This is an optimization exercise on Yosys and OpenROAD, whose aim is small area, a short achievable clock period and few clock cycles per item, not a production implementation. At most, simulation tests tie the RTL to the original design; equivalence was not proved. For runs 3 to 8, only the layout was checked, not whether the RTL still works.

===== config.mk =====
export PLATFORM = sky130hd
export DESIGN_NAME = execute_divide
export DESIGN_NICKNAME = execute_divide
export VERILOG_FILES = /design/flow/design.v
export SDC_FILE = /design/flow/constraint.sdc
export NUM_CORES = 4
export LEC_CHECK = 0
export CAP_MARGIN = 20
export CORE_MARGIN = 2
export CORE_UTILIZATION = 40
export SETUP_SLACK_MARGIN = 2.5
export SLEW_MARGIN = 20

===== constraint.sdc =====
create_clock -name core_clock -period 7.0 [get_ports {clk}]
set_input_delay 1.4000 -clock core_clock [delete_from_list [all_inputs] [get_ports {clk}]]
set_output_delay 1.4000 -clock core_clock [all_outputs]
set_load 0.01 [all_outputs]

===== design.v =====
module execute_divide(input wire              clk,
                      input wire              reset,
                      input wire              enable,
                      input wire 	      unsigned_div,
                      output wire             done,
                      input wire [32-1:0] in_a,
                      input wire [32-1:0] in_b,
                      output reg [32-1:0] out,
                      output reg              ov
                      );
   reg [2:0]                                   state;
   reg [31:0]                                  R;      
   reg [31:0]                                  D;      
   reg [4:0]                                   count;  
   reg                                         b_neg;  
   reg                                         negate;
   function [4:0] lzc(input [31:0] x);
      reg [31:0] y;
      reg [3:0]  q;
      reg [7:0]  nz;
      reg [15:0] l;
      reg        found;
      integer    g;
      begin
         y = x | 32'h1;
         for (g = 0; g < 8; g = g + 1) begin
            q = y[4*g +: 4];
            nz[g] = |q;
            l[2*g +: 2] = q[3] ? 2'd0 : q[2] ? 2'd1 : q[1] ? 2'd2 : 2'd3;
         end
         lzc = 5'd31;
         found = 0;
         for (g = 7; g >= 0; g = g - 1)
           if (!found && nz[g]) begin
              lzc = {3'd7 - g[2:0], l[2*g +: 2]};
              found = 1;
           end
      end
   endfunction
   function [32:0] add33(input [31:0] x, input [31:0] y, input c);
      reg [32:0] g, p, gn, pn, p0;
      integer    i, lvl, d;
      begin
         g = {x & y, c};
         p0 = {x ^ y, 1'b0};
         p = p0;
         for (lvl = 0; lvl < 6; lvl = lvl + 1) begin
            d = 1 << lvl;
            gn = g; pn = p;
            for (i = 0; i < 33; i = i + 1)
              if (i >= d) begin
                 gn[i] = g[i] | (p[i] & g[i-d]);
                 pn[i] = p[i] & p[i-d];
              end
            g = gn; p = pn;
         end
         add33 = {g[32], p0[32:1] ^ g[31:0]};
      end
   endfunction
   wire        a_neg = !unsigned_div && in_a[31];
   wire        b_negi = !unsigned_div && in_b[31];
   wire        b_zero = (in_b == 32'h0);
   wire        s_ovf = !unsigned_div && (in_a == 32'h80000000) &&
               (in_b == 32'hffffffff);
   wire [31:0] b_form = b_negi ? in_b : ~in_b;
   wire [4:0]  lz_a = lzc(a_neg ? {~in_a[30:0], 1'b1} : in_a);
   wire [4:0]  lz_b = lzc(~b_form);
   wire        a_short = lz_a > lz_b;       
   wire        cin = !b_neg || (state == 3'd1);
   wire [32:0] sum = add33(R, D, cin);
   wire        ge = sum[32];
   wire [4:0]  shamt = out[4:0] - count;
   wire        f = !b_neg;
   wire [31:0] sh0 = shamt[0] ? {D[30:0], f} : D;
   wire [31:0] sh1 = shamt[1] ? {sh0[29:0], {2{f}}} : sh0;
   wire [31:0] sh2 = shamt[2] ? {sh1[27:0], {4{f}}} : sh1;
   wire [31:0] sh3 = shamt[3] ? {sh2[23:0], {8{f}}} : sh2;
   wire [31:0] sh4 = shamt[4] ? {sh3[15:0], {16{f}}} : sh3;
   always @(posedge clk) begin
      case (state)
        3'd0: begin
           if (enable) begin
              R 	<= a_neg ? ~in_a : in_a;
              D 	<= a_neg ? 32'h0 : b_form;
              b_neg 	<= b_negi;
              negate 	<= a_neg ^ b_negi;
              count 	<= lz_a;
              if (b_zero) begin
                 if (unsigned_div)
                   out 	<= 32'hffffffff;
                 else if (in_a[31])
                   out 	<= 32'h80000000;
                 else
                   out 	<= 32'h7fffffff;
                 ov 	<= 1;
                 state 	<= 3'd4;
              end else if (s_ovf) begin
                 out 	<= 32'h7fffffff;
                 ov 	<= 1;
                 state 	<= 3'd4;
              end else if (a_short) begin
                 out 	<= 32'h0;
                 ov 	<= 0;
                 state 	<= 3'd4;
              end else begin
                 out 	<= {27'h0, lz_b};
                 ov 	<= 0;
                 state 	<= a_neg ? 3'd1 : 3'd2;
              end
           end
        end
        3'd1: begin
           if (!enable) begin
              state 	<= 3'd0;
           end else begin
              R 	<= sum[31:0];
              D 	<= b_form;
              state 	<= 3'd2;
           end
        end
        3'd2: begin
           if (!enable) begin
              state 	<= 3'd0;
           end else if (!ge) begin
              out 	<= 32'h0;
              state 	<= 3'd4;
           end else begin
              if (negate)
                R 	<= sum[31:0];
              D 	<= sh4;
              count 	<= shamt;
              out 	<= {32{negate}};
              state 	<= 3'd3;
           end
        end
        3'd3: begin
           if (!enable) begin
              state 	<= 3'd0;
           end else begin
              if (ge)
                R 	<= sum[31:0];
              out 	<= {out[30:0], ge ^ negate};
              D 	<= {1'b1, D[31:1]};
              count 	<= count - 1;
              if (count == 0)
                state 	<= 3'd4;
           end
        end
        default: begin  
           if (!enable)
             state 	<= 3'd0;
        end
      endcase
      if (reset) begin
         state  	<= 3'd0;
      end
   end
   assign done = (state == 3'd4);
endmodule  

===== run.sh =====
#!/bin/bash
# synth_recipe.tcl (not shown) runs the flow's synth.tcl, then flattens the netlist and writes it again
# the make line also repeats each setting of config.mk as NAME=value (left out here)
make -C /OpenROAD-flow-scripts/flow DESIGN_CONFIG=/design/flow/config.mk WORK_HOME=/design/flow/orfs CLKGATE_MAP_FILE= SYNTH_SCRIPT=/design/flow/synth_recipe.tcl finish

==> run_results.csv, run 1 <==
group,metric,value,unit
floorplanning,die_area,26700,um^2
worst_setup_path,crit-reg2reg-capture,"out[0]",
logic_synthesis,ys_ff_latch,107,
logic_synthesis,synthesis.area,10100,um^2
routing,via_per_inst,6.11,
floorplanning,die_y,163,um
cts,cts.sink_count,107,
global_route,grt_pass1_wl,52400,um
logic_synthesis,synth_area_leaders,"edfxtp_1, xnor2_1, ha_1",
outcome,status,"finished clean",
floorplanning,coreArea,25000,um^2
cts,clock-root-buffer,"clkbuf_16",
logic_synthesis,syn_area_per_cell,8.58,um^2
layout,final_core_util,0.496,
sta,setup_tns,0,ns
cts,path_clk_slew,0.08,ns
sta,fin_crit_sh,0.623,
logic_synthesis,synth_top_area_frac,0.308,
worst_setup_path,worstReg2RegStart,"D[0]",
routing,drt.antenna.violating_nets,0,
worst_setup_path,reg2reg_slack,2.91,ns
min_path,worstHoldPathCells,1,
layout,final_cell_area,12400,um^2
logic_synthesis,ys.flop_type,"edfxtp_1",
min_path,worstHoldEndpoint,"out[20]",
worst_setup_path,endpoint_kind,"register",
worst_setup_path,slowest_delay,0.53,ns
sta,setup_violations,0,
placed_design,gp_congestion,0.914,
worst_setup_path,path_max_fanout,6,
logic_synthesis,syn_nets,1297,
logic_synthesis,synth_largest_area_cell,"edfxtp_1",
sta,finalClockSkew,0.0149,ns
worst_setup_path,rr_worst_depth,12,
logic_synthesis,synth_seq_area_share,0.314,
cts,numCtsBuffers,9,
sta,final_hold_viol_count,0,
global_route,gr-usage-all-layers,0.256,
cts,clkLatencyLatePin,0.37,ns
worst_setup_path,path_cells,"clkdlybuf4s50_1, nor4_2, nand2_1, o21ai_2, o2111ai_1, a21oi_1, o21ai_0, o2bb2ai_2, ha_1, nand3_1, o22ai_1, nor2_4, or3_4, o31a_1, o21ai_1",
worst_setup_path,worst_setup_path_start_kind,"primary input",
logic_synthesis,yosys_warnings,1,
worst_setup_path,crit_slowest_cell,"clkdlybuf4s50_1",
sta,final_max_slew_viol_count,0,
routing,drtPass1Iterations,6,
placed_design,dpl.cell_count,1553,
cts,cts_tree,"yes",
sta,fin_ws,2.64,ns
routing,drt_wl_total,35000,um
sta,rsz0062_at_grt,"no",
worst_setup_path,cp_data_arrival_time,4.65,ns
sta,slew-limit-headroom,0.481,
placed_design,dpl_cell_area,11500,um^2
sta,fin_crit,4.36,ns
routing,drt_iter0_drc,1100,
worst_setup_path,crit_required,7.29,ns
floorplanning,ios,102,
logic_synthesis,ys_top_cells_by_count,"nand2_1, a21oi_1, edfxtp_1, o21ai_0, xnor2_1",
sta,tightest_slew,0.768,ns
layout,area_growth,22.4,%
routing,drc_errors,0,
logic_synthesis,syn_inst,1183,
global_route,grt_start_max_net_pins,60,
routing,num_vias,9860,
layout,diodes,0,
placed_design,place_hpwl,25100,um
logic_synthesis,synth_edf_count,104,
min_path,hold_path.startpoint,"out[19]",
layout,nets,1394,
logic_synthesis,yosys.cell_count.top_type,"nand2_1",
layout,stdcell_count,1615,
placed_design,preCtsSetupSlack,1.01,ns
floorplanning,die_w,163,um
cts,cts.htree.levels,3,
floorplanning,rows,58,
logic_synthesis,synth_cell_types,75,
layout,drive_above_1_share,0.157,
min_path,worstHoldPathType,"reg -> reg",
sta,timing.hold.ws,0.563,ns
logic_synthesis,async_flop_share,0,
cts,ctsHoldBuffers,0,
global_route,grt_pass1_vias,9177,
worst_setup_path,critPathKind,"in -> reg",
global_route,grt-ovfl-total,0,
placed_design,portBuffers,101,
global_route,antenna_found_initial,0,
sta,clock.fmax,229,MHz
run,maxCapViolCount,0,
floorplanning,start_util,0.405,
routing,wl_per_cell,21.7,um
cts,cts_max_path_buffers,2,
==> cell usage in the layout, fill, tap and decap left out, types with 43 or more instances in the layout <==
cell type	netlist	routed
clkdlybuf4s50_1	0	54
o21ai_0	104	96
ha_1	44	43
nand2_1	125	124
mux2i_1	45	43
edfxtp_1	104	104
buf_4	4	55
a21oi_1	104	101
xnor2_1	77	77
nor2_1	68	62
==> what timing repair did <==
| action | CTS | global route |
|---|---|---|
| endpoints found under the setup margin | 34 | 34 |
| gates cloned | 1 | 2 |
| pin swaps | 19 | 25 |
| hold endpoints to repair | 0 | 0 |
| resized for setup | 94 | 85 |
| setup buffers | 25 | 17 |
==> routing by layer <==
metal | share of wire | up-vias | global-route usage | routed length (um)
li1 | - | 4679 | - | -
met1 | 0.43 | 4692 | 0.353 | 15200
met2 | 0.46 | 406 | 0.405 | 16200
met3 | 0.064 | 83 | 0.0376 | 2250
met4 | 0.038 | 0 | 0.0957 | 1340
met5 | 0 | - | 0 | 0
==> flip-flops by register name, summed over array words and instances (netlist names) <==
register	count
state	3
out	32
R	32
negate	1
count	5
ov	1
D	32
b_neg	1
==> logic make-up after synthesis <==
group	synth area share
xor gates and xnor gates	0.0811
AOI/OAI and AO/OA	0.280
buffers and inverters	0.0478
DFF	0.314
and+or+nand+nor	0.157
muxes	0.0621
adders and majority gates	0.0582
==> worst max path at each step <==
stage          depth (start not counted)  slack, ns        to          from
3_5_place_dp                          16       1.01  state[1]  unsigned_div
5_1_grt                               17       2.45    out[0]      in_a[10]
6_report                              15       2.64  state[0]      in_a[11]
3_3_place_gp                          16       1.15  state[1]  unsigned_div
4_1_cts                               15       2.50  state[1]      in_a[16]
2_1_floorplan                         18       2.51  state[1]  unsigned_div
==> layout make-up <==
cell class | count | area, um^2
fillers | 2381 | 12600
multi-input cells | 965 | 6870
flip-flops and latches | 107 | 3180
repair buffers | 162 | 1470
well taps | 330 | 413
clock buffers | 9 | 225
inverters | 33 | 150
clock inverters | 7 | 85.1
repair inverters | 2 | 20.0
==> worst max-delay path, delay by kind of cell <==
family | cells | cell delay [ns]
buffers and inverters | 1 | 0.53
adder cells (fa/ha/maj) | 1 | 0.28
AND/OR/NAND/NOR | 5 | 0.98
AO/OA/AOI/OAI | 8 | 1.47
Testbench counts, summed over its fixed seeds: cycles 31,511, items 3,200.
==> run 2: changes to the inputs <==
--- a/config.mk
+++ b/config.mk
@@ -8,5 +8,5 @@
 export CAP_MARGIN = 20
 export CORE_MARGIN = 2
 export CORE_UTILIZATION = 40
-export SETUP_SLACK_MARGIN = 2.5
+export SETUP_SLACK_MARGIN = 4
 export SLEW_MARGIN = 20
==> run 2 against run 1 <==
- still clean
- highest routed layer unchanged
- global-route usage is 1.9 points higher
- largest cell class unchanged
- hold slack lost 0.0018 ns
- synthesized area is the same
==> run_results.csv, run 2 <==
group,metric,value,unit
outcome,status,"finished clean",
global_route,grt_pass1_vias,9670,
cts,ctsHoldBuffers,0,
layout,diodes,0,
layout,area_growth,35.5,%
logic_synthesis,synth_area_leaders,"edfxtp_1, xnor2_1, ha_1",
floorplanning,coreArea,25000,um^2
cts,cts_tree,"yes",
floorplanning,start_util,0.405,
cts,path_clk_slew,0.08,ns
logic_synthesis,syn_area_per_cell,8.58,um^2
global_route,antenna_found_initial,0,
worst_setup_path,cp_data_arrival_time,4.58,ns
cts,cts_max_path_buffers,2,
worst_setup_path,path_cells,"buf_6, buf_6, nor2b_4, buf_8, and3_4, a32oi_4, nor3b_4, nand3_2, o221a_4, ha_4, nor2b_4, o21ai_2, nand2b_1, a211oi_2, nor2_4, or3_4, o221a_4, o31ai_2",
sta,fin_crit_sh,0.614,
worst_setup_path,path_buf_inv,3,
global_route,grt_start_max_net_pins,64,
layout,drive_above_1_share,0.268,
worst_setup_path,crit_family,"simple AND/OR/NAND/NOR gates",
logic_synthesis,ys_ff_latch,107,
worst_setup_path,worst_setup_path_start_kind,"primary input",
sta,finalClockSkew,0.0163,ns
cts,cts.sink_count,107,
placed_design,portBuffers,101,
routing,via_per_inst,6.17,
logic_synthesis,synth_largest_area_cell,"edfxtp_1",
routing,drt_iter0_drc,957,
run,maxCapViolCount,0,
sta,clock.fmax,233,MHz
floorplanning,ios,102,
floorplanning,rows,58,
logic_synthesis,syn_nets,1297,
logic_synthesis,synth_seq_area_share,0.314,
sta,final_max_slew_viol_count,0,
routing,wl_per_cell,22.4,um
routing,drt.antenna.violating_nets,0,
placed_design,gp_congestion,0.982,
worst_setup_path,slowest_delay,0.34,ns
layout,nets,1462,
logic_synthesis,yosys_warnings,1,
logic_synthesis,async_flop_share,0,
floorplanning,die_area,26700,um^2
layout,final_core_util,0.549,
placed_design,place_hpwl,24900,um
cts,numCtsBuffers,9,
layout,layout_common_cells,"nand2_1, edfxtp_1, a21oi_1",
floorplanning,die_w,163,um
global_route,grt_pass1_wl,56200,um
sta,final_hold_viol_count,0,
placed_design,dpl.cell_count,1552,
sta,fin_crit,4.30,ns
sta,fin_ws,2.70,ns
routing,num_vias,10400,
routing,drtPass1Iterations,5,
logic_synthesis,ys.flop_type,"edfxtp_1",
layout,stdcell_count,1683,
floorplanning,die_y,163,um
worst_setup_path,endpoint_kind,"register",
logic_synthesis,synth_top_area_frac,0.308,
layout,final_common_cell,"nand2_1",
sta,setup_violations,0,
sta,setup_tns,0,ns
cts,cts.htree.levels,3,
sta,slew-limit-headroom,0.386,
worst_setup_path,crit_slowest_cell,"or3_4",
logic_synthesis,syn_inst,1183,
cts,clkLatencyLatePin,0.37,ns
global_route,gr-usage-all-layers,0.275,
global_route,grt-ovfl-total,0,
layout,reg.largest.list,"D (32), R (32), out (32)",
sta,tightest_slew,0.919,ns
routing,drt_wl_total,37600,um
routing,drc_errors,0,
logic_synthesis,synth_cell_types,75,
logic_synthesis,ys_top_cells_by_count,"nand2_1, a21oi_1, edfxtp_1, o21ai_0, xnor2_1",
logic_synthesis,yosys.cell_count.top_type,"nand2_1",
logic_synthesis,synth_edf_count,104,
min_path,worstHoldPathType,"reg -> reg",
cts,clock-root-buffer,"clkbuf_16",
worst_setup_path,crit_required,7.28,ns
sta,rsz0062_at_grt,"yes",
placed_design,preCtsSetupSlack,1.15,ns
worst_setup_path,critPathKind,"in -> reg",
logic_synthesis,synthesis.area,10100,um^2
worst_setup_path,path_max_fanout,5,
[run 2: cell counts after synthesis]
No cell type changed its count.
[run 2: repair_timing]
item / in CTS / in global routing
endpoints found under the setup margin: 172 / 175
pin swaps: 59 / 33
resized for setup: 308 / 117
buffers inserted: 74 / 31
cloned: 10 / 0
[run 2: kinds of logic (layout without fill, tap and decap cells)]
logic type / Yosys count / in the layout / share of synthesized area
AND/OR/NAND/NOR: 335 / 335 / 0.157
adder cells (fa/ha/maj): 46 / 46 / 0.0582
AO/OA/AOI/OAI: 428 / 431 / 0.280
flip-flops: 107 / 107 / 0.314
multiplexers: 61 / 61 / 0.0621
XOR/XNOR: 94 / 95 / 0.0811
buffers and inverters: 112 / 278 / 0.0478
[run 2: stage by stage]
stage | hold slack (ns) | instance area [um^2]
5_1_grt | 0.576 | 13800
3_3_place_gp | 0.527 | 11500
3_5_place_dp | 0.540 | 11500
6_report | 0.561 | 13800
2_1_floorplan | 0.558 | 10300
4_1_cts | 0.566 | 13200
[run 2: layout make-up]
type	count	area, um^2
clock buffer	9	225
clock inverter	7	68.8
fill	2184	11300
inverter	33	150
multi-input combinational	968	7560
sequential	107	3190
tap	330	413
timing repair buffer	227	2130
timing repair inverter	2	17.5
[run 2: per-layer routing]
layer,share of wire,vias to the layer above,GRT usage
li1,-,4830,-
met1,0.43,4978,0.378
met2,0.45,480,0.423
met3,0.071,101,0.0455
met4,0.047,0,0.126
met5,0,-,0
[run 2: path summary, 6_finish.rpt]
| path | cells after the start | endpoint | from | slack [ns] |
|---|---|---|---|---|
| worst min-delay path | 1 | out[14] | out[13] | 0.56 |
| worst min register to register | 1 | out[14] | out[13] | 0.56 |
| worst max-delay path | 18 | state[1] | in_a[31] | 2.70 |
| worst max register to register | 14 | out[28] | D[13] | 3.61 |
==> run 3: changes to the inputs <==
--- a/design.v
+++ b/design.v
@@ -65,7 +65,6 @@
    wire [31:0] b_form = b_negi ? in_b : ~in_b;
    wire [4:0]  lz_a = lzc(a_neg ? {~in_a[30:0], 1'b1} : in_a);
    wire [4:0]  lz_b = lzc(~b_form);
-   wire        a_short = lz_a > lz_b;       
    wire        cin = !b_neg || (state == 3'd1);
    wire [32:0] sum = add33(R, D, cin);
    wire        ge = sum[32];
@@ -97,10 +96,6 @@
               end else if (s_ovf) begin
                  out 	<= 32'h7fffffff;
                  ov 	<= 1;
-                 state 	<= 3'd4;
-              end else if (a_short) begin
-                 out 	<= 32'h0;
-                 ov 	<= 0;
                  state 	<= 3'd4;
               end else begin
                  out 	<= {27'h0, lz_b};
--- a/config.mk
+++ b/config.mk
@@ -8,5 +8,5 @@
 export CAP_MARGIN = 20
 export CORE_MARGIN = 2
 export CORE_UTILIZATION = 40
-export SETUP_SLACK_MARGIN = 4
+export SETUP_SLACK_MARGIN = 2.5
 export SLEW_MARGIN = 20
==> run 3 against run 2 <==
- register-to-register slack got worse by 0.78 ns
- global-route usage decreased by 1.9 points
- synthesized area decreased by 1.1%
- critical endpoint is now out[0]
- still clean
- fmax decreased by 1.3%
- critical path type unchanged
- sequential cell count unchanged
==> run_results.csv, run 3 <==
group,metric,value,unit
logic_synthesis,ys_top_cells_by_count,"o21ai_0, nand2_1, edfxtp_1, a21oi_1",
floorplanning,start_util,0.410,
routing,drt_wl_total,34500,um
routing,via_per_inst,6.18,
worst_setup_path,path_buf_inv,3,
cts,clkLatencyLatePin,0.37,ns
cts,numCtsBuffers,9,
logic_synthesis,synthesis.area,10000,um^2
outcome,status,"finished clean",
worst_setup_path,worst_setup_path_start_kind,"primary input",
sta,slew-limit-headroom,0.276,
routing,drt.antenna.violating_nets,0,
layout,drive_above_1_share,0.0717,
logic_synthesis,yosys_warnings,1,
floorplanning,rows,57,
logic_synthesis,synth_seq_area_share,0.317,
floorplanning,die_y,162,um
sta,rsz0062_at_grt,"yes",
sta,fin_crit,4.35,ns
cts,path_clk_slew,0.09,ns
logic_synthesis,async_flop_share,0,
routing,wl_per_cell,22.2,um
cts,cts_max_path_buffers,2,
sta,final_hold_viol_count,0,
layout,layout_common_cells,"o21ai_0, nand2_1, edfxtp_1",
floorplanning,die_w,162,um
logic_synthesis,syn_area_per_cell,8.55,um^2
floorplanning,ios,102,
routing,drt_iter0_drc,1133,
logic_synthesis,synth_area_leaders,"edfxtp_1, xnor2_1, o21ai_0",
worst_setup_path,path_max_fanout,32,
sta,fin_crit_sh,0.622,
sta,timing.hold.ws,0.560,ns
global_route,grt_pass1_wl,51800,um
cts,post_cts_buffers,0,
layout,multi_input_area,6490,um^2
cts,cts.htree.levels,3,
logic_synthesis,synth_largest_area_cell,"edfxtp_1",
worst_setup_path,slowest_delay,0.61,ns
sta,setup_violations,0,
sta,final_max_slew_viol_count,0,
worst_setup_path,cp_data_arrival_time,4.48,ns
floorplanning,die_area,26400,um^2
layout,area_growth,16.0,%
global_route,grt_start_max_net_pins,61,
logic_synthesis,syn_inst,1174,
logic_synthesis,synth_top_area_frac,0.311,
worst_setup_path,crit_required,7.12,ns
routing,drc_errors,0,
worst_setup_path,critPathKind,"in -> reg",
placed_design,place_hpwl,26000,um
global_route,gr-usage-all-layers,0.256,
logic_synthesis,ys.flop_type,"edfxtp_1",
routing,num_vias,9601,
layout,seqCellArea,3180,um^2
worst_setup_path,path_cells,"clkdlybuf4s50_1, nand2b_1, inv_4, buf_4, mux2i_1, o311a_1, o21a_1, nor3_1, a311oi_1, o21ai_1",
cts,cts.sink_count,107,
placed_design,gp_congestion,0.942,
layout,fillers,2359,
placed_design,portBuffers,101,
layout,stdcell_count,1553,
global_route,grt-ovfl-total,0,
logic_synthesis,syn_nets,1282,
run,maxCapViolCount,0,
sta,finalClockSkew,0.0163,ns
floorplanning,coreArea,24500,um^2
logic_synthesis,ys_ff_latch,107,
global_route,antenna_found_initial,2,
worst_setup_path,crit_slowest_cell,"clkdlybuf4s50_1",
layout,final_common_cell,"o21ai_0",
logic_synthesis,synth_edf_count,104,
min_path,worstHoldPathType,"reg -> reg",
global_route,grt_pass1_vias,8625,
logic_synthesis,synth_cell_types,81,
cts,clock-root-buffer,"clkbuf_16",
worst_setup_path,crit_family,"buffers and inverters",
cts,cts_tree,"yes",
routing,drtPass1Iterations,7,
worst_setup_path,endpoint_kind,"register",
sta,setup_tns,0,ns
placed_design,dpl.cell_count,1533,
sta,clock.fmax,230,MHz
layout,reg.largest.list,"D (32), R (32), out (32)",
sta,tightest_slew,1.08,ns
logic_synthesis,yosys.cell_count.top_type,"o21ai_0",
layout,nets,1331,
run 3: changes by cell type after synthesis, sizes merged, moves of 11 or more:
cell	before	now
a22oi	17	3
o21ai	107	131
a222oi	1	14
buf	33	22
o221ai	22	1
run 3: worst paths after layout:
| path | start | to | slack (ns) | depth (start not counted) |
|---|---|---|---|---|
| setup / recovery | unsigned_div | out[0] | 2.65 | 10 |
| hold / removal | out[29] | out[30] | 0.56 | 1 |
| setup reg to reg | state[0] | D[30] | 2.83 | 8 |
| hold reg to reg | out[29] | out[30] | 0.56 | 1 |
run 3: worst register-to-register path, delay by kind of cell, from the launching register on:
kind | cells | cell delay, ns
AND/OR/NAND/NOR | 2 | 0.69
AO/OA/AOI/OAI | 6 | 2.25
flip-flops | 1 | 0.93
run 3: layout make-up:
| class | count | share of cell area |
|---|---|---|
| well taps | 324 | 0.0348 |
| flip-flops and latches | 107 | 0.273 |
| repair buffers | 115 | 0.0993 |
| multi-input cells | 963 | 0.557 |
| diodes | 1 | 0.000215 |
| clock buffers | 9 | 0.0193 |
| inverters | 27 | 0.00892 |
| clock inverters | 7 | 0.00720 |
run 3: cell families after synthesis:
family	count (synthesis)	share of synthesized area
compound gates	419	0.268
xor+xnor	95	0.0836
fa+ha+maj	40	0.0514
buf+inv	105	0.0447
flops	107	0.317
mux	63	0.0649
simple gates	345	0.170
run 3: metrics by stage:
stage / utilization / cell area [um^2] / setup slack (ns)
2_1_floorplan: - / 10000 / 2.90
4_1_cts: 0.473 / 11600 / 2.59
6_report: 0.476 / 11600 / 2.65
5_1_grt: 0.476 / 11600 / 2.40
3_5_place_dp: 0.460 / 11300 / 2.19
3_3_place_gp: 0.460 / 11300 / 2.29
run 3: repair_timing:
action | CTS | global route
gates resized for setup | 0 | 4
endpoints found under the setup margin | 0 | 32
hold buffers | 0 | 0
run 3: metal layers:
metal	track usage	part of all wire	vias up
met4	0.0805	0.027	2
met3	0.0364	0.072	57
met1	0.373	0.45	4541
met2	0.393	0.45	449
li1	-	-	4552
met5	0	0.00038	-
==> run 4: changes to the inputs <==
--- a/config.mk
+++ b/config.mk
@@ -8,5 +8,4 @@
 export CAP_MARGIN = 20
 export CORE_MARGIN = 2
 export CORE_UTILIZATION = 40
-export SETUP_SLACK_MARGIN = 2.5
 export SLEW_MARGIN = 20
==> run 4 against run 3 <==
- design area fell by 0.18%
- hold slack gained 0.0037 ns
- synthesized cell count is the same
- die area unchanged
- wire length decreased by 0.61%
- critical path type unchanged
- global-route usage unchanged
- critical path depth unchanged
- via count shrank 0.39%
==> run_results.csv, run 4 <==
group,metric,value,unit
layout,area_growth,15.8,%
global_route,grt-ovfl-total,0,
placed_design,preCtsSetupSlack,2.19,ns
run,maxCapViolCount,0,
global_route,antenna_found_initial,2,
logic_synthesis,ys_top_cells_by_count,"o21ai_0, nand2_1, edfxtp_1, a21oi_1",
sta,rsz0062_at_grt,"no",
sta,fin_crit_sh,0.646,
routing,num_vias,9564,
routing,drt.antenna.violating_nets,0,
floorplanning,start_util,0.410,
worst_setup_path,crit_required,7.12,ns
global_route,grt_pass1_wl,51800,um
layout,drive_above_1_share,0.0709,
placed_design,place_hpwl,26000,um
logic_synthesis,yosys.cell_count.top_type,"o21ai_0",
worst_setup_path,critPathKind,"in -> reg",
logic_synthesis,synth_edf_count,104,
sta,final_hold_viol_count,0,
routing,wl_per_cell,22.1,um
routing,drtPass1Iterations,5,
layout,nets,1330,
floorplanning,die_y,162,um
worst_setup_path,endpoint_kind,"register",
sta,setup_violations,0,
logic_synthesis,synth_area_leaders,"edfxtp_1, xnor2_1, o21ai_0",
routing,via_per_inst,6.16,
cts,clkLatencyLatePin,0.37,ns
cts,numCtsBuffers,9,
logic_synthesis,synthesis.area,10000,um^2
floorplanning,ios,102,
cts,clock-root-buffer,"clkbuf_16",
layout,reg.largest.list,"D (32), R (32), out (32)",
global_route,grt_pass1_vias,8625,
layout,final_common_cell,"o21ai_0",
routing,maxUsedRoutingLayer,"met5",
sta,fin_crit,4.52,ns
global_route,gr-usage-all-layers,0.256,
sta,finalClockSkew,0.0158,ns
logic_synthesis,syn_area_per_cell,8.55,um^2
floorplanning,rows,57,
logic_synthesis,synth_top_area_frac,0.311,
routing,drc_errors,0,
routing,met1Wirelength,15400,um
sta,slew-limit-headroom,0.264,
cts,cts.sink_count,107,
logic_synthesis,ys_ff_latch,107,
routing,drt_wl_total,34300,um
sta,clock.fmax,221,MHz
floorplanning,coreArea,24500,um^2
cts,ctsHoldBuffers,0,
outcome,status,"finished clean",
cts,post_cts_resized,0,
routing,wl_met3,2490,um
layout,stdcell_count,1552,
cts,cts_tree,"yes",
worst_setup_path,reg2reg_slack,2.81,ns
logic_synthesis,synth_largest_area_cell,"edfxtp_1",
worst_setup_path,path_max_fanout,32,
placed_design,portBuffers,101,
global_route,grt_start_max_net_pins,61,
logic_synthesis,synth_cell_types,81,
cts,path_clk_slew,0.09,ns
placed_design,gp_congestion,0.942,
min_path,worstHoldPathType,"reg -> reg",
cts,cts_max_path_buffers,2,
worst_setup_path,worst_setup_path_start_kind,"primary input",
sta,fin_ws,2.48,ns
logic_synthesis,synth_seq_area_share,0.317,
sta,tightest_slew,1.10,ns
cts,cts.htree.levels,3,
routing,drt_iter0_drc,1056,
logic_synthesis,yosys_warnings,1,
cts,post_cts_buffers,0,
logic_synthesis,ys.flop_type,"edfxtp_1",
logic_synthesis,syn_nets,1282,
worst_setup_path,cp_data_arrival_time,4.65,ns
floorplanning,die_area,26400,um^2
sta,setup_tns,0,ns
layout,layout_common_cells,"o21ai_0, nand2_1, edfxtp_1",
sta,final_max_slew_viol_count,0,
logic_synthesis,async_flop_share,0,
placed_design,dpl.cell_count,1533,
layout,fillers,2358,
routing,dr_wl_met2,15500,um
floorplanning,die_w,162,um
logic_synthesis,syn_inst,1174,
## run 4: cell counts after synthesis
Identical to the previous run, type by type.
## run 4: cells by family after synthesis
logic type               after synthesis  share of synthesized area
AO/OA/AOI/OAI                        419                      0.268
XOR/XNOR                              95                     0.0836
adder cells (fa/ha/maj)               40                     0.0514
buffers and inverters                105                     0.0447
flip-flops                           107                      0.317
multiplexers                          63                     0.0649
AND/OR/NAND/NOR                      345                      0.170
## run 4: worst paths after layout
check / start / end / cells after the start
max: unsigned_div / out[0] / 10
min: out[29] / out[30] / 1
max reg2reg: state[0] / D[30] / 8
min reg2reg: out[29] / out[30] / 1
## run 4: layout make-up
| cell class | instances | area, um^2 | share of cell area |
|---|---|---|---|
| timing repair buffer | 115 | 1160 | 0.0995 |
| sequential | 107 | 3180 | 0.274 |
| inverter | 27 | 101 | 0.00872 |
| multi-input combinational | 962 | 6470 | 0.556 |
| antenna | 1 | 2.50 | 0.000215 |
| clock buffer | 9 | 225 | 0.0194 |
| clock inverter | 7 | 83.8 | 0.00721 |
| tap | 324 | 405 | 0.0349 |
## run 4: worst max-delay path, stage by stage
cell,delay (ns)
clkdlybuf4s50_1,0.58
nand2b_1,0.42
inv_2,0.58
buf_4,0.49
mux2i_1,0.40
o311a_1,0.23
o21a_1,0.12
nor3_1,0.05
a311oi_1,0.28
o21ai_1,0.09
## run 4: stage by stage
stage / util / hold slack, ns / cell area, um^2
after CTS: 0.473 / 0.566 / 11600
after global placement: 0.460 / 0.543 / 11300
after global routing: 0.475 / 0.591 / 11600
final: 0.475 / 0.564 / 11600
after detailed placement: 0.460 / 0.536 / 11300
after floorplan: - / 0.576 / 10000
## run 4: metal layers
layer | vias to the layer above | track usage
met4 | 2 | 0.0805
met1 | 4543 | 0.373
met5 | - | 0
met3 | 52 | 0.0364
li1 | 4536 | -
met2 | 431 | 0.393
==> run 5: changes to the inputs <==
==> design.v (replaced) <==
module execute_divide(input wire              clk,
                      input wire              reset,
                      input wire              enable,
                      input wire 	      unsigned_div,
                      output wire             done,
                      input wire [32-1:0] in_a,
                      input wire [32-1:0] in_b,
                      output reg [32-1:0] out,
                      output reg              ov
                      );
   reg [1:0]                                   state;
   reg [31:0]                                  R;      
   reg [31:0]                                  D;      
   reg [4:0]                                   count;
   reg                                         b_neg;  
   reg                                         negate;
   wire        a_neg = !unsigned_div && in_a[31];
   wire        b_negi = !unsigned_div && in_b[31];
   wire        b_zero = (in_b == 32'h0);
   wire        s_ovf = !unsigned_div && (in_a == 32'h80000000) &&
               (in_b == 32'hffffffff);
   wire [32:0] sum = {1'b0, R} + {1'b0, D} + {32'h0, !b_neg};
   wire        ge = sum[32];
   function [4:0] lzc(input [31:0] x);
      reg [31:0] y;
      reg [4:0]  n;
      begin
         y = x | 32'h1;
         n[4] = (y[31:16] == 16'h0);  y = n[4] ? {y[15:0], 16'h0} : y;
         n[3] = (y[31:24] == 8'h0);   y = n[3] ? {y[23:0], 8'h0} : y;
         n[2] = (y[31:28] == 4'h0);   y = n[2] ? {y[27:0], 4'h0} : y;
         n[1] = (y[31:30] == 2'h0);   y = n[1] ? {y[29:0], 2'h0} : y;
         n[0] = !y[31];
         lzc = n;
      end
   endfunction
   wire [4:0]  lz_a = lzc(R);
   wire [4:0]  lz_b = lzc(~D);
   wire [4:0]  shamt = lz_b - lz_a;
   wire        f = !b_neg;
   wire [31:0] sh0 = shamt[0] ? {D[30:0], f} : D;
   wire [31:0] sh1 = shamt[1] ? {sh0[29:0], {2{f}}} : sh0;
   wire [31:0] sh2 = shamt[2] ? {sh1[27:0], {4{f}}} : sh1;
   wire [31:0] sh3 = shamt[3] ? {sh2[23:0], {8{f}}} : sh2;
   wire [31:0] sh4 = shamt[4] ? {sh3[15:0], {16{f}}} : sh3;
   always @(posedge clk) begin
      case (state)
        2'd0: begin
           if (enable) begin
              R 	<= a_neg ? -in_a : in_a;
              D 	<= b_negi ? in_b : ~in_b;
              b_neg 	<= b_negi;
              negate 	<= a_neg ^ b_negi;
              if (b_zero) begin
                 if (unsigned_div)
                   out 	<= 32'hffffffff;
                 else if (in_a[31])
                   out 	<= 32'h80000000;
                 else
                   out 	<= 32'h7fffffff;
                 ov 	<= 1;
                 state 	<= 2'd3;
              end else if (s_ovf) begin
                 out 	<= 32'h7fffffff;
                 ov 	<= 1;
                 state 	<= 2'd3;
              end else begin
                 ov 	<= 0;
                 state 	<= 2'd1;
              end
           end
        end
        2'd1: begin
           if (!enable) begin
              state 	<= 2'd0;
           end else if (!ge) begin
              out 	<= 32'h0;
              state 	<= 2'd3;
           end else begin
              if (negate)
                R 	<= sum[31:0];
              D 	<= sh4;
              count 	<= shamt;
              out 	<= {32{negate}};
              state 	<= 2'd2;
           end
        end
        2'd2: begin
           if (!enable) begin
              state 	<= 2'd0;
           end else begin
              if (ge)
                R 	<= sum[31:0];
              out 	<= {out[30:0], ge ^ negate};
              D 	<= {1'b1, D[31:1]};
              count 	<= count - 1;
              if (count == 0)
                state 	<= 2'd3;
           end
        end
        default: begin  
           if (!enable)
             state 	<= 2'd0;
        end
      endcase
      if (reset) begin
         state  	<= 2'd0;
      end
   end
   assign done = (state == 2'd3);
endmodule  
==> run 5 against run 4 <==
- sequential cell count decreased by 1
- die area grew 0.16%
- synthesized cell count shrank 4.9%
- worst setup slack worse by 1.6 ns
- critical endpoint is now D[24]
- clock-buffer cell count stayed put
- critical path depth increased by 7
- critical path type is now reg -> reg
- design area grew 0.37%
- final cell count decreased by 2.5%
- via count shrank 0.61%
==> run_results.csv, run 5 <==
group,metric,value,unit
global_route,gr-usage-all-layers,0.252,
min_path,worstHoldPathCells,2,
sta,tightest_slew,1.07,ns
worst_setup_path,cpMostUsedCell,"mux2i_1",
sta,rsz0062_at_grt,"no",
worst_setup_path,path_max_fanout,25,
floorplanning,die_w,163,um
worst_setup_path,rr_worst_depth,17,
floorplanning,ios,102,
cts,ctsHoldBuffers,0,
min_path,worstHoldEndpoint,"state[1]",
floorplanning,die_y,163,um
logic_synthesis,syn_inst,1116,
global_route,grt_pass1_wl,51700,um
logic_synthesis,synth_cell_types,80,
placed_design,portBuffers,101,
global_route,grt_pass1_vias,8947,
cts,post_cts_resized,0,
logic_synthesis,syn_area_per_cell,9.01,um^2
worst_setup_path,path_cells,"or4_4, nor3_2, and2_1, inv_1, a21oi_1, a211o_1, o221a_2, a21boi_0, ha_1, inv_1, fa_1, buf_4, mux4_2, mux2i_1, mux2i_1, mux2i_1, o221ai_1",
sta,setup_violations,0,
logic_synthesis,ys_ff_latch,106,
layout,reg.largest.list,"D (32), R (32), out (32)",
sta,fin_crit,6.15,ns
routing,drt.antenna.violating_nets,0,
routing,via_per_inst,6.28,
worst_setup_path,setup.worst_path.start,"R[29]",
layout,drive_above_1_share,0.0845,
worst_setup_path,reg2reg_slack,0.85,ns
routing,drt_wl_total,33600,um
cts,cts.sink_count,106,
global_route,grt-ovfl-total,0,
sta,final_max_slew_viol_count,0,
routing,drt_iter0_drc,1130,
placed_design,gp_congestion,0.971,
logic_synthesis,synth_area_leaders,"edfxtp_1, a21oi_1, mux2i_1",
sta,timing.hold.ws,0.544,ns
layout,diodes,0,
worst_setup_path,slowest_delay,0.87,ns
worst_setup_path,worstReg2RegStart,"R[29]",
logic_synthesis,syn_nets,1230,
sta,clock.fmax,163,MHz
logic_synthesis,synthesis.area,10100,um^2
layout,layout_common_cells,"a21oi_1, nand2_1, edfxtp_1",
cts,post_cts_buffers,0,
cts,clkLatencyLatePin,0.38,ns
cts,cts.htree.levels,3,
cts,path_clk_slew,0.09,ns
sta,fin_crit_sh,0.878,
logic_synthesis,ys.flop_type,"edfxtp_1",
routing,drc_errors,0,
layout,nets,1292,
layout,final_common_cell,"a21oi_1",
worst_setup_path,endpoint_kind,"register",
floorplanning,start_util,0.403,
sta,final_hold_viol_count,0,
sta,slew-limit-headroom,0.287,
layout,area_growth,16.0,%
layout,fillers,2460,
worst_setup_path,crit-reg2reg-capture,"D[24]",
logic_synthesis,yosys.cell_count.top_type,"a21oi_1",
floorplanning,coreArea,25000,um^2
logic_synthesis,ys_top_cells_by_count,"a21oi_1, nand2_1, edfxtp_1, nor2_1, mux2i_1",
outcome,status,"finished clean",
cts,cts_max_path_buffers,2,
logic_synthesis,synth_largest_area_cell,"edfxtp_1",
worst_setup_path,crit_required,7.08,ns
sta,finalClockSkew,0.0165,ns
floorplanning,die_area,26400,um^2
logic_synthesis,synth_top_area_frac,0.311,
routing,wl_per_cell,22.2,um
logic_synthesis,async_flop_share,0,
cts,clock-root-buffer,"clkbuf_16",
worst_setup_path,worst_setup_path_start_kind,"register",
global_route,grt_start_max_net_pins,54,
logic_synthesis,yosys_warnings,1,
cts,cts_tree,"yes",
floorplanning,rows,58,
placed_design,place_hpwl,24800,um
logic_synthesis,synth_edf_count,104,
worst_setup_path,cp_data_arrival_time,6.23,ns
global_route,antenna_found_initial,0,
logic_synthesis,synth_seq_area_share,0.315,
worst_setup_path,critPathKind,"reg -> reg",
min_path,worstHoldPathType,"reg -> reg",
routing,drtPass1Iterations,7,
run,maxCapViolCount,0,
sta,setup_tns,0,ns
min_path,hold_path.startpoint,"state[1]",
worst_setup_path,crit_slowest_cell,"fa_1",
cts,numCtsBuffers,9,
routing,num_vias,9506,
run 5: cell types whose count changed after synthesis, moves of 25 or more:
cell,delta
o221ai_1,+25
a21oi_1,+43
a21o_1,-31
xor2_1,+31
xnor2_1,-38
o21ai_0,-66
run 5: cells by family (layout without fill, tap and decap cells):
kind of cell | Yosys count | after routing | share of synthesized area
adders and majority gates | 46 | 46 | 0.0595
DFF | 106 | 106 | 0.315
and+or+nand+nor | 356 | 356 | 0.176
xor gates and xnor gates | 90 | 90 | 0.0818
buffers and inverters | 86 | 153 | 0.0366
AOI/OAI and AO/OA | 342 | 342 | 0.213
muxes | 90 | 90 | 0.119
run 5: area by class of cell:
class | count | area, um^2 | area share
clock buffers | 9 | 225 | 0.0193
clock inverters | 7 | 88.8 | 0.00761
inverters | 24 | 90.1 | 0.00772
multi-input cells | 924 | 6590 | 0.565
flip-flops and latches | 106 | 3160 | 0.271
well taps | 330 | 413 | 0.0354
repair buffers | 113 | 1100 | 0.0944
run 5: how the worst max path moves through the flow:
stage                   to  slack [ns]  cells after the start
floorplan           out[0]        2.15                      8
global placement     D[24]        0.97                     17
detailed placement   D[24]         1.0                     17
CTS                  D[24]        0.95                     17
global route         D[24]        0.45                     17
finish               D[24]        0.85                     17
run 5: layer usage:
layer	wire [um]	up-vias	track usage	share of wire
li1	-	4383	-	-
met1	14800	4663	0.356	0.44
met2	15400	403	0.390	0.46
met3	2610	57	0.0446	0.078
met4	879	0	0.0865	0.026
met5	0	-	0	0
run 5: through the flow:
step	setup slack, ns	cells	cell area, um^2	util
detailed placement	0.998	1497	11400	0.455
CTS	0.952	1513	11700	0.467
floorplan	2.15	1116	10100	-
global placement	0.971	1497	11400	0.455
global route	0.447	1513	11700	0.467
finish	0.852	1513	11700	0.467
run 5: worst max-delay path, delay by kind of cell, from the launching register on:
| family | cells | cell delay (ns) |
|---|---|---|
| AO/OA/AOI/OAI | 5 | 1.07 |
| adder cells (fa/ha/maj) | 2 | 1.13 |
| AND/OR/NAND/NOR | 3 | 1.32 |
| multiplexers | 4 | 1.23 |
| flip-flops | 1 | 0.45 |
| buffers and inverters | 3 | 0.63 |
==> run 6: changes to the inputs <==
--- a/config.mk
+++ b/config.mk
@@ -5,7 +5,9 @@
 export SDC_FILE = /design/flow/constraint.sdc
 export NUM_CORES = 4
 export LEC_CHECK = 0
+export ABC_AREA = 1
 export CAP_MARGIN = 20
 export CORE_MARGIN = 2
 export CORE_UTILIZATION = 40
+export SETUP_SLACK_MARGIN = 4
 export SLEW_MARGIN = 20
==> run 6 against run 5 <==
- largest cell class unchanged
- critical path depth up 9
- via count rose by 30%
- first-iteration DRC count is 16% higher
- utilization is 12 points higher
- critical path type unchanged
- still clean
==> run_results.csv, run 6 <==
group,metric,value,unit
outcome,status,"finished clean",
global_route,grt_start_max_net_pins,73,
worst_setup_path,crit-reg2reg-capture,"D[24]",
cts,numCtsBuffers,9,
logic_synthesis,yosys_warnings,1,
cts,cts.htree.levels,3,
layout,fillers,2351,
logic_synthesis,synth_cell_types,59,
worst_setup_path,reg2reg_slack,2.62,ns
logic_synthesis,yosys.cell_count.top_type,"nand2_1",
global_route,grt_pass1_wl,66800,um
routing,via_per_inst,5.87,
layout,final_common_cell,"nand2_1",
sta,finalClockSkew,0.0175,ns
layout,layout_common_cells,"nand2_1, inv_1, a21oi_1",
logic_synthesis,synth_largest_area_cell,"edfxtp_1",
run,maxCapViolCount,0,
routing,drt_wl_total,45700,um
layout,seqCellArea,3170,um^2
logic_synthesis,ys_top_cells_by_count,"nand2_1, o21ai_0, inv_1, a21oi_1, nor2_1",
worst_setup_path,path_buf_inv,5,
min_path,worstHoldPathType,"reg -> reg",
logic_synthesis,synth_edf_count,104,
min_path,worstHoldPathCells,2,
sta,setup_violations,0,
cts,cts_tree,"yes",
worst_setup_path,crit_family,"simple AND/OR/NAND/NOR gates",
worst_setup_path,endpoint_kind,"register",
layout,area_growth,44.8,%
cts,clock-root-buffer,"clkbuf_16",
worst_setup_path,cp.depth,26,
logic_synthesis,synth_area_leaders,"edfxtp_1, nand2_1, o21ai_0",
logic_synthesis,synth_top_area_frac,0.295,
placed_design,gp_congestion,0.941,
floorplanning,die_area,27800,um^2
routing,wl_per_cell,21.7,um
cts,path_clk_slew,0.10,ns
sta,clock.fmax,228,MHz
logic_synthesis,synthesis.area,10600,um^2
worst_setup_path,crit_required,7.12,ns
global_route,gr-usage-all-layers,0.309,
logic_synthesis,syn_nets,1658,
logic_synthesis,synth_seq_area_share,0.298,
floorplanning,start_util,0.407,
routing,drc_errors,0,
worst_setup_path,critPathKind,"reg -> reg",
layout,reg.largest.list,"D (32), R (32), out (32)",
layout,drive_above_1_share,0.285,
logic_synthesis,async_flop_share,0,
worst_setup_path,crit_path_end,"D[24]",
global_route,grt-ovfl-total,0,
sta,fin_crit,4.38,ns
placed_design,portBuffers,101,
worst_setup_path,worst_setup_path_start_kind,"register",
layout,multi_input_area,7960,um^2
routing,num_vias,12400,
sta,tightest_slew,0.808,ns
logic_synthesis,syn_inst,1544,
worst_setup_path,crit_slowest_cell,"edfxtp_1",
worst_setup_path,cp_data_arrival_time,4.50,ns
floorplanning,rows,59,
logic_synthesis,syn_area_per_cell,6.87,um^2
sta,final_hold_viol_count,0,
cts,cts_max_path_buffers,2,
worst_setup_path,slowest_delay,0.51,ns
routing,drt_iter0_drc,1311,
worst_setup_path,path_max_fanout,9,
floorplanning,ios,102,
sta,setup_tns,0,ns
layout,nets,1882,
floorplanning,die_y,167,um
routing,drt.antenna.violating_nets,0,
logic_synthesis,ys_ff_latch,106,
worst_setup_path,rr_worst_depth,26,
global_route,antenna_found_initial,0,
layout,final_core_util,0.589,
worst_setup_path,setup.worst_path.start,"D[26]",
sta,slew-limit-headroom,0.461,
placed_design,place_hpwl,29900,um
worst_setup_path,cpMostUsedCell,"nand2_1",
floorplanning,coreArea,26100,um^2
global_route,grt_pass1_vias,11400,
cts,clkLatencyLatePin,0.38,ns
cts,cts.sink_count,106,
logic_synthesis,ys.flop_type,"edfxtp_1",
cts,ctsHoldBuffers,0,
floorplanning,die_w,167,um
sta,final_max_slew_viol_count,0,
sta,rsz0062_at_grt,"yes",
sta,fin_crit_sh,0.625,
routing,drtPass1Iterations,5,
worst_setup_path,worstReg2RegStart,"D[26]",
-- run 6: metal layers --
| layer | up-vias | track usage | routed length [um] |
|---|---|---|---|
| li1 | 5726 | - | - |
| met2 | 712 | 0.483 | 20400 |
| met5 | - | 0 | 0 |
| met3 | 140 | 0.0661 | 4480 |
| met1 | 5806 | 0.417 | 18500 |
| met4 | 0 | 0.127 | 2270 |
-- run 6: logic make-up after synthesis --
| logic type | Yosys count | synth area share |
|---|---|---|
| and+or+nand+nor | 708 | 0.285 |
| AOI/OAI and AO/OA | 402 | 0.224 |
| buffers and inverters | 226 | 0.0869 |
| DFF | 106 | 0.298 |
| adders and majority gates | 46 | 0.0564 |
| xor gates and xnor gates | 28 | 0.0231 |
| muxes | 28 | 0.0264 |
-- run 6: worst min-delay path by stage --
stage | from | endpoint | slack, ns
finish | state[0] | state[0] | 0.51
global placement | state[0] | state[0] | 0.50
detailed placement | state[1] | state[1] | 0.51
floorplan | state[1] | state[1] | 0.47
CTS | state[0] | state[0] | 0.53
global route | state[0] | state[0] | 0.53
-- run 6: worst reg2reg max path: cells and delay by family (launching register included) --
kind	cells	cell delay, ns
compound gates	4	0.45
simple gates	12	1.21
buf+inv	5	0.63
mux	3	0.71
flops	1	0.51
fa+ha+maj	2	0.62
-- run 6: what timing repair did --
item,in CTS,in global routing
pin swaps,64,86
cloned,20,3
gates resized for setup,254,190
setup buffers,93,51
setup endpoints to repair,197,191
-- run 6: stage by stage --
step | hold WS (ns) | area (um^2) | worst slack [ns] | std cells
2_1_floorplan | 0.472 | 10900 | 3.24 | 1544
3_5_place_dp | 0.512 | 12000 | 1.79 | 1925
5_1_grt | 0.527 | 15300 | 2.44 | 2108
3_3_place_gp | 0.504 | 12000 | 1.81 | 1925
6_report | 0.514 | 15300 | 2.62 | 2109
4_1_cts | 0.528 | 14200 | 2.82 | 2054
-- run 6: cell type report --
class | instances | share of cell area
Timing Repair inverter | 7 | 0.00424
Clock buffer | 9 | 0.0147
Antenna cell | 1 | 0.000163
Multi-Input combinational cell | 1219 | 0.518
Tap cell | 335 | 0.0273
Clock inverter | 7 | 0.00579
Timing Repair Buffer | 265 | 0.178
Sequential cell | 106 | 0.206
Inverter | 160 | 0.0448
==> run 7: changes to the inputs <==
--- a/config.mk
+++ b/config.mk
@@ -5,7 +5,6 @@
 export SDC_FILE = /design/flow/constraint.sdc
 export NUM_CORES = 4
 export LEC_CHECK = 0
-export ABC_AREA = 1
 export CAP_MARGIN = 20
 export CORE_MARGIN = 2
 export CORE_UTILIZATION = 40
==> run 7 against run 6 <==
- highest routed layer unchanged
- clock-buffer cell count unchanged
- register-to-register slack lost 0.45 ns
- sequential cell count unchanged
- synthesized cell count fell by 28%
- fmax decreased by 9.4%
- critical endpoint is now D[16]
- utilization increased by 2.0 points
==> run_results.csv, run 7 <==
group,metric,value,unit
outcome,status,"finished clean",
sta,setup_tns,0,ns
sta,rsz0062_at_grt,"yes",
routing,num_vias,10900,
logic_synthesis,synth_top_area_frac,0.311,
cts,cts.htree.levels,3,
sta,final_max_slew_viol_count,0,
floorplanning,start_util,0.403,
logic_synthesis,synthesis.area,10100,um^2
layout,nets,1504,
cts,ctsHoldBuffers,0,
sta,timing.hold.ws,0.525,ns
worst_setup_path,path_max_fanout,6,
floorplanning,die_w,163,um
layout,reg.largest.list,"D (32), R (32), out (32)",
logic_synthesis,muxShareOfSynthArea,0.119,
floorplanning,rows,58,
global_route,grt-ovfl-total,0,
floorplanning,ios,102,
logic_synthesis,synth_cell_types,80,
sta,slew-limit-headroom,0.286,
worst_setup_path,crit_slowest_cell,"fa_2",
cts,clock-root-buffer,"clkbuf_16",
min_path,worstHoldPathType,"reg -> reg",
sta,fin_crit,4.83,ns
routing,via_per_inst,6.32,
worst_setup_path,crit_family,"compound AO/OA/AOI/OAI gates",
logic_synthesis,synth_edf_count,104,
layout,stdcell_count,1725,
sta,final_hold_viol_count,0,
placed_design,preCtsSetupSlack,1.36,ns
layout,area_growth,51.2,%
cts,clkLatencyLatePin,0.37,ns
sta,tightest_slew,1.07,ns
layout,final_cell_area,15200,um^2
logic_synthesis,yosys.area_share.simple,0.176,
routing,drc_errors,0,
floorplanning,coreArea,25000,um^2
logic_synthesis,yosys_warnings,1,
cts,cts.sink_count,106,
logic_synthesis,syn_area_per_cell,9.01,um^2
cts,path_clk_slew,0.09,ns
placed_design,place_hpwl,25000,um
floorplanning,die_y,163,um
sta,fin_crit_sh,0.690,
layout,layout_common_cells,"buf_4, nand2_1, edfxtp_1",
placed_design,dpl.cell_count,1501,
global_route,grt_pass1_vias,10200,
logic_synthesis,synth_seq_area_share,0.315,
logic_synthesis,ys_top_cells_by_count,"a21oi_1, nand2_1, edfxtp_1, nor2_1, mux2i_1",
placed_design,dpl_cell_area,11700,um^2
sta,fin_ws,2.17,ns
global_route,gr-usage-all-layers,0.291,
sta,finalClockSkew,0.0165,ns
sta,clock.fmax,207,MHz
global_route,antenna_found_initial,0,
logic_synthesis,ys_ff_latch,106,
worst_setup_path,worst_setup_path_start_kind,"register",
logic_synthesis,ys.flop_type,"edfxtp_1",
worst_setup_path,endpoint_kind,"register",
layout,fillers,2059,
placed_design,portBuffers,101,
logic_synthesis,syn_nets,1230,
logic_synthesis,syn_inst,1116,
logic_synthesis,synth_top_family_by_area,"compound AO/OA/AOI/OAI gates",
layout,final_common_cell,"buf_4",
layout,final_core_util,0.609,
cts,numCtsBuffers,9,
logic_synthesis,async_flop_share,0,
cts,cts_max_path_buffers,2,
floorplanning,die_area,26400,um^2
logic_synthesis,synth_compound_area_frac,0.213,
routing,drtPass1Iterations,6,
logic_synthesis,synth_xor_area_frac,0.0818,
routing,drt_wl_total,40600,um
routing,wl_per_cell,23.6,um
worst_setup_path,path_cells,"or4_4, o211ai_1, and2_4, buf_12, a21oi_2, o21ai_2, a31oi_1, buf_4, a21boi_4, ha_4, inv_2, fa_2, buf_6, mux4_2, mux2i_2, mux2i_1, a22oi_2, o221ai_1",
sta,setup_violations,0,
logic_synthesis,yosys.cell_count.top_type,"a21oi_1",
logic_synthesis,synth_fa_ha_area_frac,0.0595,
logic_synthesis,synth_area_leaders,"edfxtp_1, a21oi_1, mux2i_1",
worst_setup_path,path_buf_inv,4,
worst_setup_path,cp_data_arrival_time,4.91,ns
worst_setup_path,critPathKind,"reg -> reg",
worst_setup_path,slowest_delay,0.64,ns
routing,drt_iter0_drc,1271,
layout,diodes,0,
worst_setup_path,crit_required,7.08,ns
global_route,grt_pass1_wl,59200,um
logic_synthesis,synth_largest_area_cell,"edfxtp_1",
cts,cts_tree,"yes",
placed_design,gp_congestion,0.966,
run,maxCapViolCount,0,
global_route,grt_start_max_net_pins,53,
routing,drt.antenna.violating_nets,0,
layout,drive_above_1_share,0.366,
-- run 7: what timing repair did --
item,4_1_cts,5_1_grt
setup endpoints to repair,201,201
pin swaps,88,69
setup buffers,139,54
cloned,11,4
gates resized for setup,255,131
-- run 7: cell families after synthesis --
family                   Yosys count
multiplexers                      90
flip-flops                       106
adder cells (fa/ha/maj)           46
XOR/XNOR                          90
AND/OR/NAND/NOR                  356
AO/OA/AOI/OAI                    342
buffers and inverters             86
-- run 7: layer usage --
| metal | up-vias | track usage | part of all wire |
|---|---|---|---|
| met5 | - | 0 | 0 |
| met4 | 0 | 0.140 | 0.053 |
| met3 | 170 | 0.0509 | 0.092 |
| met2 | 645 | 0.456 | 0.45 |
| met1 | 5252 | 0.391 | 0.40 |
| li1 | 4829 | - | - |
-- run 7: final timing paths --
check                           slack (ns)     start        to  cells past startpoint
worst max-delay path                  2.17     R[12]     D[16]                     18
worst min-delay path                  0.53  state[1]  state[1]                      2
worst max register to register        2.17     R[12]     D[16]                     18
worst min register to register        0.53  state[1]  state[1]                      2
-- run 7: layout make-up --
type,instances,area (um^2),area share
tap,330,413,0.0272
clock buffer,9,225,0.0148
timing repair buffer,320,3260,0.214
sequential,106,3160,0.208
inverter,24,115,0.00757
clock inverter,7,88.8,0.00584
multi-input combinational,929,7940,0.522
-- run 7: tightest hold or removal path: cells and delay by family (launching register included) --
family	cells	cell delay (ns)
AO/OA/AOI/OAI	1	0.06
AND/OR/NAND/NOR	1	0.07
flip-flops	1	0.36
==> run 8: changes to the inputs <==
==> design.v (replaced) <==
module execute_divide(input wire              clk,
                      input wire              reset,
                      input wire              enable,
                      input wire 	      unsigned_div,
                      output wire             done,
                      input wire [32-1:0] in_a,
                      input wire [32-1:0] in_b,
                      output reg [32-1:0] out,
                      output reg              ov
                      );
   reg [1:0]                                   state;
   reg [5:0]                                   count;
   reg [31:0]                                  R;
   reg [31:0]                                  Q;
   reg [31:0]                                  N;  
   reg [31:0]                                  D;  
   reg                                         negate;
   always @(posedge clk) begin
      if (state == 0) begin
         if (enable) begin
            if (in_b == 32'h0) begin
               if (unsigned_div) begin
                  out	<= 32'hffffffff;
               end else if (in_a[31]) begin
                  out <= 32'h80000000;
               end else begin
                  out <= 32'h7fffffff;
               end
               ov 	<= 1;
               state 	<= 2;
            end else if (!unsigned_div &&
                         in_a == 32'h80000000 && in_b == 32'hffffffff) begin
               ov 	<= 1;
               out 	<= 32'h7fffffff;
               state 	<= 2;
            end else begin
               ov 	<= 0;
               state  <= 1;
               count  <= 32;
               Q 	<= 0;
               if (unsigned_div) begin
                  R 	<= {31'h0, in_a[31]};  
                  N   <= {in_a[30:0], 1'b0};
                  D   <= in_b;
               end else begin
                  negate	<= in_a[31] ^ in_b[31];
                  if (in_a[31]) begin  
                     N	<= {-in_a[30:0], 1'b0};
                     R 	<= (in_a == 32'h80000000) ?
                           32'h00000001 :
                           32'h00000000;
                  end else begin
                     N   	<= {in_a[30:0], 1'b0};
                     R 	<= 32'h0;
                  end
                  if (in_b[31]) begin  
                     D   	<= -in_b;
                  end else begin
                     D   	<= in_b;
                  end
               end
            end
         end
      end else if (state == 1) begin
         if (!enable) begin
            state 	<= 0;
         end else begin
            if (R >= D) begin
               Q 	<= {Q[30:0], 1'b1};
               R 	<= {(R-D), N[31]};
            end else begin
               Q    	<= {Q[30:0], 1'b0};
               R    	<= {R[30:0], N[31]};
            end
            N <= {N[30:0], 1'b0};
            if (count != 0) begin
               count 	<= count - 1;
            end else begin
               state 	<= 2;
               if (unsigned_div) begin
                  out <= Q;
               end else begin
                  if (negate)
                    out <= -Q;
                  else
                    out <= Q;
               end
            end
         end
      end else begin  
         if (!enable) begin
            state 	<= 0;
         end
      end
      if (reset) begin
         state  	<= 0;
      end
   end
   assign done = (state == 2);
endmodule  
--- a/config.mk
+++ b/config.mk
@@ -8,5 +8,4 @@
 export CAP_MARGIN = 20
 export CORE_MARGIN = 2
 export CORE_UTILIZATION = 40
-export SETUP_SLACK_MARGIN = 4
 export SLEW_MARGIN = 20
==> run 8 against run 7 <==
- critical endpoint is now N[27]
- still clean on timing, DRC and antenna
- design area shrank 19%
==> run_results.csv, run 8 <==
group,metric,value,unit
outcome,status,"finished clean",
min_path,worstHoldPathType,"reg -> reg",
min_path,worstHoldPathCells,2,
cts,cts.htree.levels,4,
layout,fillers,2293,
floorplanning,die_w,164,um
placed_design,dpl.cell_count,1431,
logic_synthesis,syn_nets,1144,
logic_synthesis,syn_area_per_cell,9.90,um^2
sta,rsz0062_at_grt,"no",
sta,setup_violations,0,
worst_setup_path,worstReg2RegStart,"D[0]",
worst_setup_path,endpoint_kind,"register",
sta,clock.fmax,196,MHz
logic_synthesis,synth_area_leaders,"edfxtp_1, o21ai_0, xnor2_1",
cts,cts.sink_count,169,
sta,fin_crit_sh,0.730,
logic_synthesis,synth_top_area_frac,0.488,
routing,drtPass1Iterations,5,
floorplanning,die_area,27000,um^2
worst_setup_path,reg2reg_slack,3.36,ns
layout,nets,1227,
cts,cts_max_path_buffers,2,
cts,cts_tree,"yes",
global_route,antenna_found_initial,0,
run,maxCapViolCount,0,
routing,drt_iter0_drc,612,
routing,drt_wl_total,23000,um
global_route,grt_start_max_net_pins,81,
worst_setup_path,path_max_fanout,80,
cts,clkLatencyLatePin,0.44,ns
worst_setup_path,rr_worst_depth,11,
min_path,worstHoldEndpoint,"N[30]",
cts,clock-root-buffer,"clkbuf_16",
floorplanning,ios,102,
layout,stdcell_count,1463,
sta,slew-limit-headroom,0.382,
routing,drt.antenna.violating_nets,0,
global_route,grt-ovfl-total,0,
logic_synthesis,synth_cell_types,57,
min_path,hold_path.startpoint,"N[29]",
logic_synthesis,synth_largest_area_cell,"edfxtp_1",
routing,wl_per_cell,15.7,um
layout,final_common_cell,"edfxtp_1",
cts,numCtsBuffers,17,
global_route,grt_pass1_vias,7420,
worst_setup_path,critPathKind,"in -> reg",
logic_synthesis,ys_ff_latch,169,
placed_design,portBuffers,101,
global_route,gr-usage-all-layers,0.177,
layout,drive_above_1_share,0.0538,
logic_synthesis,synthesis.area,10300,um^2
placed_design,place_hpwl,16300,um
sta,final_hold_viol_count,0,
floorplanning,coreArea,25200,um^2
layout,diodes,0,
sta,tightest_slew,0.903,ns
logic_synthesis,yosys_warnings,1,
worst_setup_path,crit_required,7.09,ns
routing,num_vias,7780,
logic_synthesis,synth_seq_area_share,0.492,
worst_setup_path,worst_setup_path_start_kind,"primary input",
cts,post_cts_resized,0,
layout,layout_common_cells,"edfxtp_1, nand2_1, o21ai_0",
logic_synthesis,yosys.cell_count.top_type,"edfxtp_1",
routing,drc_errors,0,
floorplanning,rows,58,
logic_synthesis,synth_edf_count,167,
floorplanning,die_y,164,um
sta,final_max_slew_viol_count,0,
sta,finalClockSkew,0.0141,ns
routing,via_per_inst,5.32,
logic_synthesis,async_flop_share,0,
cts,ctsHoldBuffers,0,
cts,path_clk_slew,0.08,ns
sta,setup_tns,0,ns
sta,fin_crit,5.11,ns
global_route,grt_pass1_wl,37700,um
worst_setup_path,crit-reg2reg-capture,"R[30]",
logic_synthesis,syn_inst,1037,
logic_synthesis,ys.flop_type,"edfxtp_1",
placed_design,gp_congestion,0.830,
floorplanning,start_util,0.408,
worst_setup_path,cp_data_arrival_time,5.20,ns
cts,post_cts_buffers,0,
logic_synthesis,ys_top_cells_by_count,"edfxtp_1, nand2_1, o21ai_0, a21oi_1, xnor2_1",
layout,area_growth,19.5,%
-- run 8: worst max-delay path: stages --
cell and delay, ns:
clkdlybuf4s50_1 0.46, or4_4 0.56, or3_4 0.36, or4_4 0.44, or4_4 0.44, or4_4 0.50
o21a_1 0.26, inv_1 0.13, a21oi_4 0.16, buf_6 0.40
-- run 8: cell families after synthesis --
group | share of synthesized area
DFF | 0.492
xor gates and xnor gates | 0.0989
muxes | 0.00317
buffers and inverters | 0.0373
adders and majority gates | 0.0482
and+or+nand+nor | 0.161
AOI/OAI and AO/OA | 0.160
-- run 8: cell type report --
type,instances,area [um^2],area share
multi-input combinational,766,4860,0.396
tap,330,413,0.0336
inverter,55,206,0.0168
clock buffer,17,425,0.0347
clock inverter,15,225,0.0184
timing repair buffer,111,1090,0.0888
sequential,169,5050,0.412
-- run 8: how the worst max path moves through the flow --
| stage | startpoint | to | slack [ns] |
|---|---|---|---|
| 2_1_floorplan | in_a[19] | out[0] | 1.06 |
| 3_3_place_gp | in_a[19] | N[21] | 1.29 |
| 3_5_place_dp | in_a[19] | N[24] | 1.26 |
| 4_1_cts | in_a[19] | N[27] | 1.72 |
| 5_1_grt | in_a[19] | N[27] | 1.76 |
| 6_report | in_a[19] | N[27] | 1.89 |
-- run 8: routing by layer --
layer	global-route usage	vias to the layer above	wire, um
met5	0	-	0
met3	0.0359	21	956
met4	0.0439	0	254
met1	0.246	3674	11300
met2	0.283	160	10600
li1	-	3925	-
-- run 8: through the flow --
| step | util | hold slack [ns] | instance area, um^2 | setup slack (ns) |
|---|---|---|---|---|
| after floorplan | - | 0.484 | 10300 | 1.06 |
| after global placement | 0.461 | 0.497 | 11600 | 1.29 |
| after detailed placement | 0.461 | 0.512 | 11600 | 1.26 |
| after CTS | 0.487 | 0.532 | 12300 | 1.72 |
| after global routing | 0.487 | 0.555 | 12300 | 1.76 |
| final | 0.487 | 0.528 | 12300 | 1.89 |

## port drivers added, routing unchanged
No port has a modelled driver above. Below, the same layouts with a new extraction and two added sets of constraints.
Step 1, drivers: a clkbuf_16 drives clk and a buf_2 each remaining input, both assumed.
Step 2 adds t to the input delays and takes it off the output delays; t is the mean of the earliest and latest rising clock arrival at the registers after step 1. Input paths then give back, and output paths get back, about the clock's delay inside the block.
a / b / c = ideal / step 1 / step 2; a / b = the first two.
run	t (ns)	slack for setup (ns)	hold WS [ns]	worst register clock-pin slew, ns	worst data-port slew with drivers (ns)
run 1	0.405	2.637 / 2.658 / 2.252	0.563 / 0.563 / 0.563	0.09 / 0.09	0.05
run 2	0.415	2.700 / 2.715 / 2.300	0.561 / 0.561 / 0.561	0.09 / 0.09	0.06
run 3	0.410	2.645 / 2.673 / 2.263	0.560 / 0.560 / 0.560	0.09 / 0.09	0.08
run 4	0.411	2.476 / 2.504 / 2.092	0.564 / 0.564 / 0.564	0.09 / 0.09	0.08
run 5	0.419	0.852 / 0.852 / 0.852	0.544 / 0.544 / 0.544	0.10 / 0.10	0.04
run 6	0.424	2.622 / 2.622 / 2.622	0.514 / 0.514 / 0.514	0.10 / 0.10	0.07
run 7	0.414	2.168 / 2.168 / 2.168	0.525 / 0.525 / 0.525	0.09 / 0.09	0.07
run 8	0.481	1.890 / 1.915 / 1.434	0.528 / 0.528 / 0.528	0.08 / 0.08	0.06
After both steps setup and hold are still met in every run listed. For run 8, which loses most, drivers alone change the setup slack by +0.025 ns; drivers and shift together by -0.456 ns.
